This design comes from an exercise in tuning for small area, a short achievable clock period and few clock cycles on the open sky130 flow, not from production work.
In this exercise RTL edits were held to simulation tests only and were not proved equivalent to the original.

## MyDesign
module MyDesign (
  input  wire        dut_run,
  output reg         dut_busy,
  input  wire        reset_b,
  input  wire        clk,
  output wire        input_sram_write_enable,
  output wire [11:0] input_sram_write_addresss,
  output wire [15:0] input_sram_write_data,
  output reg  [11:0] input_sram_read_address,
  input  wire [15:0] input_sram_read_data,
  output reg         output_sram_write_enable,
  output reg  [11:0] output_sram_write_addresss,
  output reg  [15:0] output_sram_write_data,
  output wire [11:0] output_sram_read_address,
  input  wire [15:0] output_sram_read_data,
  output wire        scratchpad_sram_write_enable,
  output wire [11:0] scratchpad_sram_write_addresss,
  output wire [15:0] scratchpad_sram_write_data,
  output wire [11:0] scratchpad_sram_read_address,
  input  wire [15:0] scratchpad_sram_read_data,
  output wire        weights_sram_write_enable,
  output wire [11:0] weights_sram_write_addresss,
  output wire [15:0] weights_sram_write_data,
  ...
export LEC_CHECK = 0
export CAP_MARGIN = 20
export CORE_MARGIN = 2
export CORE_UTILIZATION = 40
export CTS_CLUSTER_DIAMETER = 60
export CTS_CLUSTER_SIZE = 30
export PLACE_DENSITY = 0.6
export SETUP_SLACK_MARGIN = 4.9
export SLEW_MARGIN = 20
create_clock -name core_clock -period 8.5 [get_ports {clk}]
run.sh (not shown) runs the stock make flow with config.mk's settings and CLKGATE_MAP_FILE= SYNTH_SCRIPT=/design/flow/synth_recipe.tcl, a recipe that flattens the netlist after the stock synthesis.
Testbench counts at the start, summed over its fixed seeds: cycles 100,730.
Change:
--- a/flow/design.v
+++ b/flow/design.v
@@ -34,39 +34,37 @@
   assign scratchpad_sram_read_address = 12'd0;
   assign weights_sram_write_enable = 1'b0;
   assign weights_sram_write_addresss = 12'd0;
   assign weights_sram_write_data = 16'd0;
   localparam [3:0] S_IDLE = 4'd0, S_R0S = 4'd1, S_BUB = 4'd2, S_MS = 4'd3,
                    S_P0 = 4'd4, S_P1 = 4'd5, S_P2 = 4'd6, S_P3 = 4'd7,
                    S_END = 4'd9;
   reg [3:0]  sl;           
   reg [11:0] colptr;       
   reg [11:0] sb;           
   reg [6:0]  nreg;         
   reg        endflag;      
-  reg        fm;           
   reg [6:0]  w3m1;         
   reg [4:0]  wd;           
   reg [4:0]  prd;          
   reg i_n, i_c, i_l;
   reg a_n;
   reg p0, p1, p2, p3, p4, p5, p6, p7;
   reg l0, l1, l2, l3, l4, l5, l6, l7;
   reg [2:0]  wcnt;
   reg        half, wlast;
   wire [5:0] wv = nreg[6:1];
   reg  lastcol;            
   reg  laststrip;          
   wire [15:0] din = input_sram_read_data;
-  wire empty = (sl == S_BUB) && endflag && fm;    
   reg  [1:0] xsel, ysel;    
   reg        cin;
   reg [11:0] xop, yop;
   always @(*) begin
     case (xsel)
       2'd0: xop = colptr;
       2'd1: xop = sb;
       default: xop = input_sram_read_address;
     endcase
     case (ysel)
       2'd0: yop = 12'd0;
       2'd1: yop = {6'd0, wv};
@@ -92,26 +90,25 @@
         S_IDLE: begin
           if (dut_run) begin
             a_n <= 1'b1;
             sl <= S_R0S;
             dut_busy <= 1'b1;
           end
         end
         S_R0S: begin
           sl <= S_BUB;
           xsel <= 2'd1; ysel <= 2'd1; cin <= 1'b0;              
         end
         S_BUB: begin
-          if (empty) begin sl <= S_IDLE; dut_busy <= 1'b0; end   
-          else if (endflag) sl <= S_END;
+          if (endflag) sl <= S_END;
           else sl <= S_MS;
           xsel <= 2'd0; ysel <= 2'd2; cin <= 1'b0;              
         end
         S_MS: begin
           sl <= S_P0;
           xsel <= 2'd0; ysel <= 2'd0; cin <= 1'b1;              
         end
         S_P0: begin
           i_n <= lastcol && laststrip;
           sl <= S_P1;
           xsel <= 2'd0; ysel <= 2'd3; cin <= 1'b0;              
         end
@@ -141,31 +138,26 @@
         end
         default: sl <= S_IDLE;
       endcase
     end
   end
   always @(posedge clk) begin
     l0 <= i_l;
     case (sl)
       S_IDLE: begin
         input_sram_read_address <= dut_run ? 12'd1 : 12'd0;
         colptr <= 12'd1;
         sb <= 12'd1;
-        fm <= 1'b1;
       end
       S_R0S: ;
-      S_BUB: begin
-        input_sram_read_address <= empty ? 12'd0 : anext;
-        fm <= 1'b0;
-      end
       S_END: input_sram_read_address <= 12'd0;
       default: input_sram_read_address <= anext;
     endcase
     case (sl)
       S_BUB: begin
         colptr <= sb; wd <= wv - 6'd1; prd <= wv - 6'd2;
         lastcol <= 1'b0; laststrip <= (wv == 6'd2);
       end
       S_P0: begin
         colptr <= colptr + 12'd1;
         if (lastcol && !laststrip) sb <= anext;
         if (lastcol && laststrip) sb <= anext;
@@ -204,25 +196,25 @@
       wire l0 = (gi == 0) ? 1'b0 : wl[(gi == 0) ? 0 : 2 * gi - 1];
       assign rh[3 * gi]     = wh[2 * gi] ^ h0;
       assign rh[3 * gi + 1] = (wh[2 * gi + 1] & ~wh[2 * gi] & ~h0) | (~wh[2 * gi + 1] & wh[2 * gi] & h0);
       assign rh[3 * gi + 2] = wh[2 * gi + 1];
       assign rl[3 * gi]     = wl[2 * gi] ^ l0;
       assign rl[3 * gi + 1] = (wl[2 * gi + 1] & ~wl[2 * gi] & ~l0) | (~wl[2 * gi + 1] & wl[2 * gi] & l0);
       assign rl[3 * gi + 2] = wl[2 * gi + 1];
     end
   endgenerate
   assign weights_sram_read_address = {9'd0, wcnt};
   always @(posedge clk) begin
     if (sl == S_IDLE) wcnt <= dut_run ? 3'd1 : 3'd0;
-    else if (sl == S_END || empty) wcnt <= 3'd0;
+    else if (sl == S_END) wcnt <= 3'd0;
     else if (wcnt != 3'd7) wcnt <= wcnt + 3'd1;
     if (sl != S_IDLE) begin
       case (wcnt)
         3'd1: begin k0 <= rh; k1 <= rl; end
         3'd2: begin k2 <= rh; k3 <= rl; end
         3'd3: begin k4 <= rh; k5 <= rl; end
         3'd4: begin k6 <= rh; k7 <= rl; end
         3'd5: begin k8 <= rh; end
         default: ;
       endcase
     end
     nsh <= {wh[7], wh[5], wh[3], wh[1]};
=> The new run completed without violations. Final area is higher slightly. Hold slack is about the same. Global-route usage hardly moves. Maximum frequency went up slightly. Cell count rises slightly. Sequential share of layout area came out lower by 0.16 points. Via count rises slightly.
Testbench counts after the change, summed over its fixed seeds: cycles 100,730.

[re-timing with driven ports]
No port has a modelled driver above. Below, the same layouts with a new extraction and two added sets of constraints.
Step 1 assumes that a clkbuf_16 drives the clock port and a buf_2 every other input.
Step 2, shift: input delay + t, output delay - t, t = (earliest + latest rising clock arrival at the registers) / 2. This alone moves slack from input paths to output paths.
Three values: ideal ports, drivers, drivers and shift; two values: the first two.
run | t, ns | setup WS [ns] | worst register clock-pin slew, ns
the first run | 0.661 | 4.884 / 4.884 / 4.529 | 0.11 / 0.11
the second run | 0.681 | 4.937 / 4.899 / 4.358 | 0.11 / 0.11
After both steps every run listed still meets setup and hold. The setup slack of the second run, which loses most, moves by -0.038 ns with the drivers and by -0.579 ns with both steps.
